Background: an optimization exercise with open tools, aiming at small area. Do not read the settings as production practice.
Only simulation tests tie the RTL to the original design; equivalence was not proved.
The flow treats the clock pin as an ideal source, which a real chip does not have.
Power is estimated from default activity; no workload was simulated.

==> inputs of run a <==
==> flow/design.v <==
module jtag (
	input TCK,
	input TDI,
	output TDO,
	input TMS,
	input HREADY,
	input HRESP,
	input [31:0] HRDATA,
	output HWRITE,
	output [1:0] HTRANS,
	output [31:0] HWDATA,
	output [31:0] HADDR
);
  localparam [3:0] TEST_LOGIC_RESET = 4'hf,
    RUN_TEST_IDLE = 4'hc,
    SELECT_DR_SCAN = 4'h7,
    CAPTURE_DR = 4'h6,
    SHIFT_DR = 4'h2,
    EXIT_1_DR = 4'h1,
    PAUSE_DR = 4'h3,
    EXIT_2_DR = 4'h0,
    UPDATE_DR = 4'h5,
    SELECT_IR_SCAN = 4'h4,
    CAPTURE_IR = 4'he,
    SHIFT_IR = 4'ha,
    EXIT_1_IR = 4'h9,
    PAUSE_IR = 4'hb,
    EXIT_2_IR = 4'h8,
    UPDATE_IR = 4'hd;
  localparam [2:0] I_BYPASS = 3'b000, I_OTHER = 3'b010, I_IDCODE = 3'b001,
                   I_WDATA = 3'b011, I_ADDR = 3'b100, I_RDATA = 3'b110;
  reg [3:0] state;
  reg [2:0] ins;
  reg [31:0] sr;      
  reg [31:0] ar;      
  reg bp;             
  reg act;            
  always @(posedge TCK)
    case (state)
      TEST_LOGIC_RESET: state <= TMS ? TEST_LOGIC_RESET : RUN_TEST_IDLE;
      RUN_TEST_IDLE:    state <= TMS ? SELECT_DR_SCAN : RUN_TEST_IDLE;
      SELECT_DR_SCAN:   state <= TMS ? SELECT_IR_SCAN : CAPTURE_DR;
      CAPTURE_DR:       state <= TMS ? EXIT_1_DR : SHIFT_DR;
      SHIFT_DR:         state <= TMS ? EXIT_1_DR : SHIFT_DR;
      EXIT_1_DR:        state <= TMS ? UPDATE_DR : PAUSE_DR;
      PAUSE_DR:         state <= TMS ? EXIT_2_DR : PAUSE_DR;
      EXIT_2_DR:        state <= TMS ? UPDATE_DR : SHIFT_DR;
      UPDATE_DR:        state <= TMS ? SELECT_DR_SCAN : RUN_TEST_IDLE;
      SELECT_IR_SCAN:   state <= TMS ? TEST_LOGIC_RESET : CAPTURE_IR;
      CAPTURE_IR:       state <= TMS ? EXIT_1_IR : SHIFT_IR;
      SHIFT_IR:         state <= TMS ? EXIT_1_IR : SHIFT_IR;
      EXIT_1_IR:        state <= TMS ? UPDATE_IR : PAUSE_IR;
      PAUSE_IR:         state <= TMS ? EXIT_2_IR : PAUSE_IR;
      EXIT_2_IR:        state <= TMS ? UPDATE_IR : SHIFT_IR;
      default:          state <= TMS ? SELECT_DR_SCAN : RUN_TEST_IDLE;  
    endcase
  wire tlr   = state == TEST_LOGIC_RESET;
  wire cap_dr = state == CAPTURE_DR;
  wire sh_dr = state == SHIFT_DR;
  wire upd_dr = state == UPDATE_DR;
  wire cap_ir = state == CAPTURE_IR;
  wire sh_ir = state == SHIFT_IR;
  wire upd_ir = state == UPDATE_IR;
  wire is_b = ins == I_BYPASS;
  wire is_i = ins[0] && !ins[1];         
  wire is_s = ins[0];                    
  wire is_a = ins[2] && !ins[1];         
  wire is_r = ins[2] && ins[1];          
  wire hw = ins[0];                      
  wire is_x = ins[1] && (ins[0] || ins[2]);  
  wire [3:0] ir = sr[31:28];
  reg [2:0] dec;
  always @*
    case (ir)
      4'b0000: dec = I_BYPASS;
      4'b1000: dec = I_IDCODE;
      4'b0100: dec = I_ADDR;
      4'b1100: dec = I_WDATA;
      4'b0010: dec = I_RDATA;
      default: dec = I_OTHER;
    endcase
  always @(posedge TCK)
    if (tlr) ins <= I_BYPASS;
    else if (upd_ir) ins <= dec;
  wire s_cap = cap_ir || (cap_dr && is_s);
  wire s_sh = sh_ir || (sh_dr && is_s);
  wire s_capi = cap_dr && is_i;
  wire s_hold = !(s_cap || s_sh);
  always @(posedge TCK)
    sr <= ({32{s_capi}} & 32'hf0f0f0f0) | ({32{s_sh}} & {TDI, sr[31:1]}) | ({32{s_hold}} & sr);
  wire a_sh = sh_dr && is_a;
  wire a_hold = !(a_sh || tlr);
  always @(posedge TCK)
    ar <= ({32{a_sh}} & {TDI, ar[31:1]}) | ({32{a_hold}} & ar);
  reg [31:0] rq;
  reg rp;
  wire r_sh = sh_dr && is_r;
  wire r_ld = act && !hw;
  wire r_hold = !(r_sh || r_ld || tlr);
  wire r_in = TDI ^ rp;                  
  always @(posedge TCK)
    rq <= ~(({32{r_sh}} & {r_in, rq[31:1]}) | ({32{r_ld}} & HRDATA) | ({32{r_hold}} & rq));
  always @(posedge TCK)
    rp <= tlr || r_ld || !rp;
  wire rd0 = rq[0] ^ rp;
  always @(posedge TCK)
    if (tlr || (cap_dr && is_b)) bp <= 1'b0;
    else if (sh_dr && is_b) bp <= TDI;
  always @(posedge TCK)
    act <= upd_dr && HREADY && is_x;
  assign HTRANS = {act, 1'b0};
  assign HWRITE = hw;
  assign HADDR = ar;
  assign HWDATA = sr;
  assign TDO = ins[2] ? (ins[1] ? rd0 : ar[0]) : (ins[0] ? sr[0] : bp);
endmodule
==> flow/flow/run.sh <==
#!/bin/bash
# Own layout flow: the standard flow (standard.sh) with
#  - synthesis (flow/my_synth.tcl) that maps the logic with each ABC script
#    flow/abc_*.script and keeps the smallest mapping; registers are mapped
#    before ABC runs, so they are the standard synthesis's,
#  - single-drive buffers (buf_1) on the ports,
#  - the clock distributed by flow/clock_tree.tcl after CTS (which is told by
#    flow/cts_skip.tcl to leave the clock alone): the registers are split by
#    position into five groups, each driven by one inv_8, all driven by one
#    inv_4 on the clock port; the two inversions keep every register on the
#    rising edge.
# Every tool's output goes to the ORFS logs under orfs/logs, and make's own
# output to standard_flow.log.
set -euo pipefail
here=$(pwd)
export MY_ABC_SCRIPTS="$(ls $here/flow/abc_*.script | tr '\n' ' ')"
export PRE_CTS_TCL=$here/flow/cts_skip.tcl POST_CTS_TCL=$here/flow/clock_tree.tcl MY_CLK_K=5 MY_CLK_LEAF=sky130_fd_sc_hd__inv_8 MY_CLK_ROOT=sky130_fd_sc_hd__inv_4
export BUFFER_PORTS_ARGS="-buffer_cell sky130_fd_sc_hd__buf_1"
export CTS_ARGS="-sink_clustering_enable -repair_clock_nets -dont_use_dummy_load"
sed "s#SYNTH_SCRIPT=[^ ]*#SYNTH_SCRIPT=$here/flow/my_synth.tcl #" standard.sh > my_standard.sh
grep -q "my_synth.tcl" my_standard.sh
bash my_standard.sh > standard_flow.log 2>&1
==> flow/flow/abc_a3.script <==
&get -n
&st
&dch -f
&nf -R 1000
&put
topo
==> flow/flow/abc_b4.script <==
&get -n
&st
&dc2
&dch -f
&nf -R 1000
&put
topo
==> flow/flow/abc_c3.script <==
&get -n
&st
&syn2
&dc2
&dch -f
&nf -R 1000
&put
topo
==> flow/flow/abc_e2.script <==
&get -n
&st
&deepsyn -T 20
&dch -f
&nf -R 1000
&put
topo
==> flow/flow/abc_e4.script <==
&get -n
&st
&deepsyn -T 20
&dch -f
&nf -R 1000 -p
&put
topo
==> flow/flow/clock_tree.tcl <==
# Clock distribution made before CTS: the registers are split into MY_CLK_K
# groups by position (k-means). The clock port drives one inverter
# (MY_CLK_ROOT); it drives one inverter (MY_CLK_LEAF) per group at the
# group's centre, which drives the group's registers. The two inversions
# leave every register on the clock's rising edge. This runs after CTS (which
# was told to skip the clock), so the inverters are not cloned by CTS's
# repair_clock_inverters; the new cells are then legalized here.
set block [ord::get_db_block]
set db [ord::get_db]
set dbu [[ord::get_db_tech] getDbUnitsPerMicron]
set K $::env(MY_CLK_K)
set clk [$block findNet TCK]
set sinks {}
foreach it [$clk getITerms] {
  set b [[$it getInst] getBBox]
  lappend sinks [list [expr {([$b xMin] + [$b xMax]) / 2.0}] [expr {([$b yMin] + [$b yMax]) / 2.0}] $it]
}
set n [llength $sinks]
set sorted [lsort -real -index 0 $sinks]
set cent {}
for {set k 0} {$k < $K} {incr k} {
  set p [lindex $sorted [expr {int(($k + 0.5) * $n / $K)}]]
  lappend cent [list [lindex $p 0] [lindex $p 1]]
}
for {set iter 0} {$iter < 50} {incr iter} {
  set sx {}; set sy {}; set sc {}
  for {set k 0} {$k < $K} {incr k} { lappend sx 0.0; lappend sy 0.0; lappend sc 0 }
  set assign {}
  foreach p $sinks {
    set best 0; set bd 1e30
    for {set k 0} {$k < $K} {incr k} {
      set c [lindex $cent $k]
      set d [expr {abs([lindex $p 0] - [lindex $c 0]) + abs([lindex $p 1] - [lindex $c 1])}]
      if {$d < $bd} { set bd $d; set best $k }
    }
    lappend assign $best
    lset sx $best [expr {[lindex $sx $best] + [lindex $p 0]}]
    lset sy $best [expr {[lindex $sy $best] + [lindex $p 1]}]
    lset sc $best [expr {[lindex $sc $best] + 1}]
  }
  for {set k 0} {$k < $K} {incr k} {
    if {[lindex $sc $k] > 0} {
      lset cent $k [list [expr {[lindex $sx $k] / [lindex $sc $k]}] [expr {[lindex $sy $k] / [lindex $sc $k]}]]
    }
  }
}
proc place_at {inst x y} {
  $inst setLocation [expr {int($x)}] [expr {int($y)}]
  $inst setPlacementStatus PLACED
}
# root inverter, at the centre of the group centres
set rx 0.0; set ry 0.0
foreach c $cent { set rx [expr {$rx + [lindex $c 0] / $K}]; set ry [expr {$ry + [lindex $c 1] / $K}] }
set root [odb::dbInst_create $block [$db findMaster $::env(MY_CLK_ROOT)] clkroot_inv]
set rootnet [odb::dbNet_create $block clknet_root]
$rootnet setSigType CLOCK
[$root findITerm A] connect $clk
[$root findITerm Y] connect $rootnet
place_at $root $rx $ry
set skip [list TCK clknet_root]
for {set k 0} {$k < $K} {incr k} {
  set leaf [odb::dbInst_create $block [$db findMaster $::env(MY_CLK_LEAF)] clkleaf_inv$k]
  set net [odb::dbNet_create $block clknet_leaf$k]
  $net setSigType CLOCK
  [$leaf findITerm A] connect $rootnet
  [$leaf findITerm Y] connect $net
  set c [lindex $cent $k]
  place_at $leaf [lindex $c 0] [lindex $c 1]
  set m 0
  foreach p $sinks a $assign {
    if {$a == $k} {
      set it [lindex $p 2]
      $it disconnect
      $it connect $net
      incr m
    }
  }
  puts "clock group $k: $m registers, inverter at [expr {[lindex $c 0] / $dbu}] [expr {[lindex $c 1] / $dbu}]"
  lappend skip clknet_leaf$k
}
global_connect
detailed_placement
check_placement -verbose
estimate_parasitics -placement
==> flow/flow/cts_skip.tcl <==
set_cts_config -skip_nets TCK
==> flow/flow/my_synth.tcl <==
# The standard flow's synthesis script (synth_recipe.tcl), except that Yosys's abc pass is
# run once with each ABC script listed in MY_ABC_SCRIPTS (area-oriented
# mappings) and the mapping with the smallest cell area is kept. Registers are
# mapped before abc runs, so they are the same as in the standard synthesis.
proc synth {args} { yosys synth -nofsm -noshare {*}$args }
proc abc {args} {
  set i [lsearch -exact $args -script]
  set l [lsearch -exact $args -liberty]
  if { $i < 0 || $l < 0 || ![info exists ::env(MY_ABC_SCRIPTS)] } {
    yosys abc {*}$args
    return
  }
  set lib [lindex $args [expr {$l + 1}]]
  yosys design -save abc_in
  set best_area 1e30
  set best ""
  foreach script $::env(MY_ABC_SCRIPTS) {
    yosys design -load abc_in
    set a $args
    lset a [expr {$i + 1}] $script
    yosys abc {*}$a
    set rpt [yosys tee -q -s result.string stat -liberty $lib]
    if { ![regexp {Chip area for module [^:]*: ([0-9.]+)} $rpt -> area] } { continue }
    puts "abc with $script: cell area $area"
    if { $area < $best_area } {
      set best_area $area
      set best $script
      yosys design -save abc_best
    }
  }
  puts "abc: keeping the mapping of $best (cell area $best_area)"
  yosys design -load abc_best
}
source $::env(SCRIPTS_DIR)/synth.tcl
# left out here: clear keep_hierarchy, flatten, clean up, hide names made inside functions, write 1_2_yosys.v
==> flow/standard.sh <==
#!/bin/bash
# synth_recipe.tcl (not shown) runs the flow's synth.tcl, then flattens the netlist and writes it again
# the make line also repeats each setting of config.mk as NAME=value (left out here)
make -C /OpenROAD-flow-scripts/flow DESIGN_CONFIG=/design/flow/config.mk WORK_HOME=/design/flow/orfs CLKGATE_MAP_FILE= SYNTH_SCRIPT=/design/flow/synth_recipe.tcl "${@:-finish}"
==> flow/config.mk <==
export PLATFORM = sky130hd
export DESIGN_NAME = jtag
export DESIGN_NICKNAME = jtag
export VERILOG_FILES = /design/flow/design.v
export SDC_FILE = /design/flow/constraint.sdc
export NUM_CORES = 4
export LEC_CHECK = 0
export CAP_MARGIN = 0
export CORE_MARGIN = 2
export CORE_UTILIZATION = 70
export SLEW_MARGIN = 0
==> flow/constraint.sdc <==
create_clock -name core_clock -period 10.0 [get_ports {TCK}]
set_input_delay 2.0000 -clock core_clock [delete_from_list [all_inputs] [get_ports {TCK}]]
set_output_delay 2.0000 -clock core_clock [all_outputs]
set_load 0.01 [all_outputs]
==> inputs of run b, as changes to run a <==
==> flow/flow/run.sh (replaced) <==
#!/bin/bash
# Own layout flow: the standard flow (standard.sh) with
#  - synthesis (flow/my_synth.tcl) that maps the logic with each ABC script
#    flow/abc_*.script and keeps the smallest mapping; registers are mapped
#    before ABC runs, so they are the standard synthesis's,
#  - single-drive buffers (buf_1) on the ports,
#  - the clock distributed by flow/clock_tree.tcl before CTS: the registers are
#    split by position into four groups, each driven by one clkbuf_16 that the
#    clock port drives directly; CTS then has no net left to build.
# Every tool's output goes to the ORFS logs under orfs/logs, and make's own
# output to standard_flow.log.
set -euo pipefail
here=$(pwd)
export MY_ABC_SCRIPTS="$(ls $here/flow/abc_*.script | tr '\n' ' ')"
export PRE_CTS_TCL=$here/flow/clock_tree.tcl MY_CLK_K=4 MY_CLK_BUF=sky130_fd_sc_hd__clkbuf_16
export BUFFER_PORTS_ARGS="-buffer_cell sky130_fd_sc_hd__buf_1"
export CTS_ARGS="-sink_clustering_enable -repair_clock_nets -dont_use_dummy_load"
sed "s#SYNTH_SCRIPT=[^ ]*#SYNTH_SCRIPT=$here/flow/my_synth.tcl #" standard.sh > my_standard.sh
grep -q "my_synth.tcl" my_standard.sh
bash my_standard.sh > standard_flow.log 2>&1
==> flow/flow/clock_tree.tcl (replaced) <==
# Clock distribution: the registers are split into MY_CLK_K groups by
# position (k-means); each group gets one clock buffer (MY_CLK_BUF) at its
# centre, driven straight from the clock port. CTS then skips these nets.
set block [ord::get_db_block]
set dbu [[ord::get_db_tech] getDbUnitsPerMicron]
set K $::env(MY_CLK_K)
set pins {}
foreach it [[$block findNet TCK] getITerms] {
  set b [[$it getInst] getBBox]
  lappend pins [list [expr {([$b xMin] + [$b xMax]) / 2.0 / $dbu}] [expr {([$b yMin] + [$b yMax]) / 2.0 / $dbu}] [[$it getInst] getName]/[[$it getMTerm] getName]]
}
set n [llength $pins]
# initial centres: spread along the sorted x (then y) order
set sorted [lsort -real -index 0 $pins]
set cent {}
for {set k 0} {$k < $K} {incr k} {
  set p [lindex $sorted [expr {int(($k + 0.5) * $n / $K)}]]
  lappend cent [list [lindex $p 0] [lindex $p 1]]
}
for {set iter 0} {$iter < 50} {incr iter} {
  set sx {}; set sy {}; set sc {}
  for {set k 0} {$k < $K} {incr k} { lappend sx 0.0; lappend sy 0.0; lappend sc 0 }
  set assign {}
  foreach p $pins {
    set best 0; set bd 1e30
    for {set k 0} {$k < $K} {incr k} {
      set c [lindex $cent $k]
      set d [expr {abs([lindex $p 0] - [lindex $c 0]) + abs([lindex $p 1] - [lindex $c 1])}]
      if {$d < $bd} { set bd $d; set best $k }
    }
    lappend assign $best
    lset sx $best [expr {[lindex $sx $best] + [lindex $p 0]}]
    lset sy $best [expr {[lindex $sy $best] + [lindex $p 1]}]
    lset sc $best [expr {[lindex $sc $best] + 1}]
  }
  for {set k 0} {$k < $K} {incr k} {
    if {[lindex $sc $k] > 0} {
      lset cent $k [list [expr {[lindex $sx $k] / [lindex $sc $k]}] [expr {[lindex $sy $k] / [lindex $sc $k]}]]
    }
  }
}
set skip {TCK}
for {set k 0} {$k < $K} {incr k} {
  set loads {}
  foreach p $pins a $assign { if {$a == $k} { lappend loads [get_pins [lindex $p 2]] } }
  if {[llength $loads] == 0} continue
  set c [lindex $cent $k]
  puts "clock group $k: [llength $loads] registers, buffer at $c"
  insert_buffer -buffer_cell $::env(MY_CLK_BUF) -net TCK -load_pins $loads -location $c -buffer_name clkleaf$k -net_name clknet_leaf$k
}
foreach it [[$block findNet TCK] getITerms] {
  lappend skip [[[[$it getInst] findITerm X] getNet] getName]
}
puts "clock nets made here: $skip"
set_cts_config -skip_nets $skip
CORE_UTILIZATION = 50   (was 70)
removed: flow/flow/cts_skip.tcl
==> inputs of run c, as changes to run a <==
--- a/flow/flow/run.sh
+++ b/flow/flow/run.sh
@@ -7,5 +7,5 @@
 #  - the clock distributed by flow/clock_tree.tcl after CTS (which is told by
 #    flow/cts_skip.tcl to leave the clock alone): the registers are split by
-#    position into five groups, each driven by one inv_8, all driven by one
+#    position into four groups, each driven by one inv_16, all driven by one
 #    inv_4 on the clock port; the two inversions keep every register on the
 #    rising edge.
CORE_UTILIZATION = 80   (was 70)
==> qor summary <==
Endpoint type of the worst setup path: run a output pin; run b output pin; run c -
Iteration count of the initial detailed-routing pass: run a 8; run b 7; run c -
Data arrival time of the critical path: run a 1210 ps; run b 1130 ps; run c -
Fraction of power consumed by combinational cells: run a 25.5%; run b 25.1%; run c -
DP Worst Slack: run a 7060 ps; run b 7050 ps; run c -
Multi-input combinational cell count: run a 148; run b 148; run c -
Inverter count of the layout excluding clock inverters: run a 8; run b 2; run c -
Via density per instance: run a 6.52; run b 6.11; run c -
Placed cell areas: run a 0.00381 mm²; run b 0.00384 mm²; run c -
Reg-to-reg startpoint: run a state[1]; run b state[1]; run c -
Top cell class by occupied area: run a flip-flops and latches; run b flip-flops and latches; run c -
Leakage power: run a 1.50 nW; run b 1.52 nW; run c -
Reported sequential group power: run a 0.000645 W; run b 0.000641 W; run c -
Placed cells: run a 415; run b 439; run c -
Filler-free cell count of the finished design: run a 421; run b 443; run c -
Multi-input gate share of the layout cell area: run a 31.1%; run b 30.5%; run c -
Cell count of the worst reg-to-reg path: run a 6; run b 5; run c -
Max_cap viols: run a 0; run b 0; run c -
Maximum operating frequency: run a 311 MHz; run b 319 MHz; run c -
Run status: run a timing/DRC/antenna clean; run b timing/DRC/antenna clean; run c aborted with a tool error
Failing step: run a -; run b -; run c global placement (3_3_place_gp)

[re-timing with driven ports]
The flow's constraints put no driver on any port. The routed layouts listed below were extracted and timed again, unchanged, in two steps. Step 1, drivers: a clkbuf_16 drives TCK and a buf_2 each remaining input, both assumed. Step 2 moves the port delays by t, midway between the first and last clock arrival at a register: inputs arrive t later, outputs are due t later. That takes back most of the time a late clock gives input paths. Slacks: ideal ports / drivers / drivers and shift; pairs: ideal ports / drivers.
run	t, ns	setup WS [ns]	latest minus earliest clock arrival (ns)
run a	0.270	6.787 / 6.754 / 7.024	0.013 / 0.013
run b	0.228	6.866 / 6.794 / 7.022	0.018 / 0.018
After both steps every run listed still meets setup and hold.
